This is an optimization exercise on Yosys and OpenROAD, whose aim is small area and a short achievable clock period, not a production implementation. In this exercise RTL edits were held to simulation tests only and were not proved equivalent to the original. No activity file was given, so power comes from the tool's default toggle rates.

## JK
// MMU
module MMU #(parameter depth=4, bit_width=8, acc_width=32, size=4)
(
   input          clk,
   input          control,
   input  [31:0]  data_arr,
   input  [31:0]  wt_arr,
   output [127:0] acc_out
);
Settings: LEC_CHECK=0, CAP_MARGIN=20, CORE_MARGIN=2, CORE_UTILIZATION=40, SETUP_SLACK_MARGIN=4.2, SLEW_MARGIN=20; clock period 7.0 ns.
standard.sh (not shown) runs the stock make flow with config.mk's settings and CLKGATE_MAP_FILE= SYNTH_SCRIPT=/design/flow/synth_recipe.tcl, a recipe that flattens the netlist after the stock synthesis.
==> flow/flow/run.sh <==
#!/bin/bash
# Layout flow: the standard flow (standard.sh), with one change to
# synthesis: Yosys's synth runs without the quick ABC pass of its fine stage
# (synth -noabc), so that extract_fa meets the full and half adders as the
# RTL writes them and maps them without inverters around them. Registers
# and everything after synthesis are as in the standard flow.
set -euo pipefail
work=$(pwd)
sed 's/yosys synth -nofsm -noshare {\*}\$args/yosys synth -nofsm -noshare -noabc {*}$args/' \
  synth_recipe.tcl > own_synth.tcl
grep -q -- '-noabc' own_synth.tcl
bash standard.sh SYNTH_SCRIPT="$work/own_synth.tcl" finish > standard.log 2>&1
For MS, these inputs were changed with respect to JK:
diff --git a/flow/design.v b/flow/design.v
--- a/flow/design.v
+++ b/flow/design.v
@@ -1143,21 +1143,21 @@
    input              ld,
    input              clr,
    input      [7:0]   x,
    input      [7:0]   wt_in,
    output reg [7:0]   wt_out,
    output reg [15:0]  acc_out
 );
    wire [63:0] pp;
    genvar i;
    generate for (i = 0; i < 64; i = i + 1) begin : g_pp
-      assign pp[i] = x[i/8] & wt_out[i%8];
+      assign pp[i] = (~x[i/8]) & (~wt_out[i%8]);
    end endgenerate
    reg [28:0] m;    
    wire p_s1;
    wire p_c2;
    wire p_s3;
    wire p_c4;
    wire p_s5;
    wire p_c6;
    wire p_s7;
    wire p_c8;
@@ -1454,21 +1454,21 @@
    input              clr,
    input      [7:0]   x,
    input      [7:0]   wt_in,
    input      [15:0]  acc_in,
    output reg [7:0]   wt_out,
    output reg [16:0]  acc_out
 );
    wire [63:0] pp;
    genvar i;
    generate for (i = 0; i < 64; i = i + 1) begin : g_pp
-      assign pp[i] = x[i/8] & wt_out[i%8];
+      assign pp[i] = (~x[i/8]) & (~wt_out[i%8]);
    end endgenerate
    reg [28:0] m;    
    wire p_s1;
    wire p_c2;
    wire p_s3;
    wire p_c4;
    wire p_s5;
    wire p_c6;
    wire p_s7;
    wire p_c8;
@@ -1843,21 +1843,21 @@
    input              clr,
    input      [7:0]   x,
    input      [7:0]   wt_in,
    input      [16:0]  acc_in,
    output reg [7:0]   wt_out,
    output reg [17:0]  acc_out
 );
    wire [63:0] pp;
    genvar i;
    generate for (i = 0; i < 64; i = i + 1) begin : g_pp
-      assign pp[i] = x[i/8] & wt_out[i%8];
+      assign pp[i] = (~x[i/8]) & (~wt_out[i%8]);
    end endgenerate
    reg [28:0] m;    
    wire p_s1;
    wire p_c2;
    wire p_s3;
    wire p_c4;
    wire p_s5;
    wire p_c6;
    wire p_s7;
    wire p_c8;
@@ -2244,21 +2244,21 @@
    input              clr,
    input      [7:0]   x,
    input      [7:0]   wt_in,
    input      [17:0]  acc_in,
    output reg [7:0]   wt_out,
    output reg [17:0]  acc_out
 );
    wire [63:0] pp;
    genvar i;
    generate for (i = 0; i < 64; i = i + 1) begin : g_pp
-      assign pp[i] = x[i/8] & wt_out[i%8];
+      assign pp[i] = (~x[i/8]) & (~wt_out[i%8]);
    end endgenerate
    reg [28:0] m;    
    wire p_s1;
    wire p_c2;
    wire p_s3;
    wire p_c4;
    wire p_s5;
    wire p_c6;
    wire p_s7;
    wire p_c8;
@@ -2642,31 +2642,31 @@
 `timescale 1ns / 1ns
 module MMU #(parameter depth=4, bit_width=8, acc_width=32, size=4)
 (
    input          clk,
    input          control,
    input  [31:0]  data_arr,
    input  [31:0]  wt_arr,
    output [127:0] acc_out
 );
    reg        c1;           
-   reg [31:0] d [0:2];      
+   reg [31:0] dn [0:2];     
    always @(posedge clk) begin
-      c1   <= control;
-      d[0] <= control ? 32'd0 : data_arr;
-      d[1] <= control ? 32'd0 : d[0];
-      d[2] <= control ? 32'd0 : d[1];
+      c1    <= control;
+      dn[0] <= control ? 32'hffffffff : ~data_arr;
+      dn[1] <= control ? 32'hffffffff : dn[0];
+      dn[2] <= control ? 32'hffffffff : dn[1];
    end
    genvar r;
    generate
       for (r = 0; r < 4; r = r + 1) begin : row
-         wire [31:0] xr = (r == 0) ? data_arr : d[r-1];
+         wire [31:0] xr = (r == 0) ? data_arr : dn[r-1];
          wire [7:0]  w1, w2, w3, w4;
          wire [15:0] a1;
          wire [16:0] a2;
          wire [17:0] a3, a4;
          if (r == 0) begin : g0
             wire [9:0] t1, t2, t3, t4;
             wire [9:0] t0 = {2'b00, wt_arr[7:0]} + {1'b0, wt_arr[7:0], 1'b0};
             MAC_R0_0_16 u_c0 (.clk(clk), .ld(control), .clr(c1), .x(xr[7:0]),
                .wt_in(wt_arr[8*r +: 8]), .w3_in(t0), .wt_out(w1), .w3_out(t1),
                .acc_out(a1));
@@ -2674,21 +2674,21 @@
                .wt_in(w1), .w3_in(t1), .acc_in(a1), .wt_out(w2), .w3_out(t2),
                .acc_out(a2));
             MAC_R0_17_18 u_c2 (.clk(clk), .ld(control), .clr(c1), .x(xr[23:16]),
                .wt_in(w2), .w3_in(t2), .acc_in(a2), .wt_out(w3), .w3_out(t3),
                .acc_out(a3));
             MAC_R0_18_18 u_c3 (.clk(clk), .ld(control), .clr(c1), .x(xr[31:24]),
                .wt_in(w3), .w3_in(t3), .acc_in(a3), .wt_out(w4), .w3_out(t4),
                .acc_out(a4));
          end else begin : gn
             MAC_RN_0_16 u_c0 (.clk(clk), .ld(control), .clr(c1), .x(xr[7:0]),
-               .wt_in(wt_arr[8*r +: 8]), .wt_out(w1), .acc_out(a1));
+               .wt_in(~wt_arr[8*r +: 8]), .wt_out(w1), .acc_out(a1));
             MAC_RN_16_17 u_c1 (.clk(clk), .ld(control), .clr(c1), .x(xr[15:8]),
                .wt_in(w1), .acc_in(a1), .wt_out(w2), .acc_out(a2));
             MAC_RN_17_18 u_c2 (.clk(clk), .ld(control), .clr(c1), .x(xr[23:16]),
                .wt_in(w2), .acc_in(a2), .wt_out(w3), .acc_out(a3));
             MAC_RN_18_18 u_c3 (.clk(clk), .ld(control), .clr(c1), .x(xr[31:24]),
                .wt_in(w3), .acc_in(a3), .wt_out(w4), .acc_out(a4));
          end
          assign acc_out[32*r +: 32] = {14'd0, a4};
       end
    endgenerate
==> comparison <==
Against JK, sum of internal, switching and leakage power in MS came out better.
Of MS and JK, the run reporting the lower final antenna diode count was MS.
Changes observed in MS relative to JK: total routed wirelength went down by 4.6%, post-layout minimum cycle time essentially unchanged, amount of wire on met2 after detailed routing saw a decrease, area after detailed placement went down.

-- afterwards: timing with drivers on the ports --
No port has a modelled driver above. Below, the same layouts with a new extraction and two added sets of constraints.
Step 1 sets driving cells, clkbuf_16 on the clock port and buf_2 on the other inputs (assumed; they add their load-dependent delay and slew).
Step 2 also shifts input and output timing later by t, the mid clock arrival at the registers, as if the neighbouring blocks saw the same clock.
Slacks: no drivers / after step 1 / after step 2; pairs: no drivers / after step 1.
run	t (ns)	setup WS [ns]	worst setup path after step 2
JK	0.770	4.190 / 4.190 / 3.532	input to register
MS	0.786	4.190 / 4.190 / 3.509	input to register
After both steps setup and hold are still met in every run listed. The setup slack of MS, which loses most, moves by 0.000 ns with the drivers and by -0.681 ns with both steps.
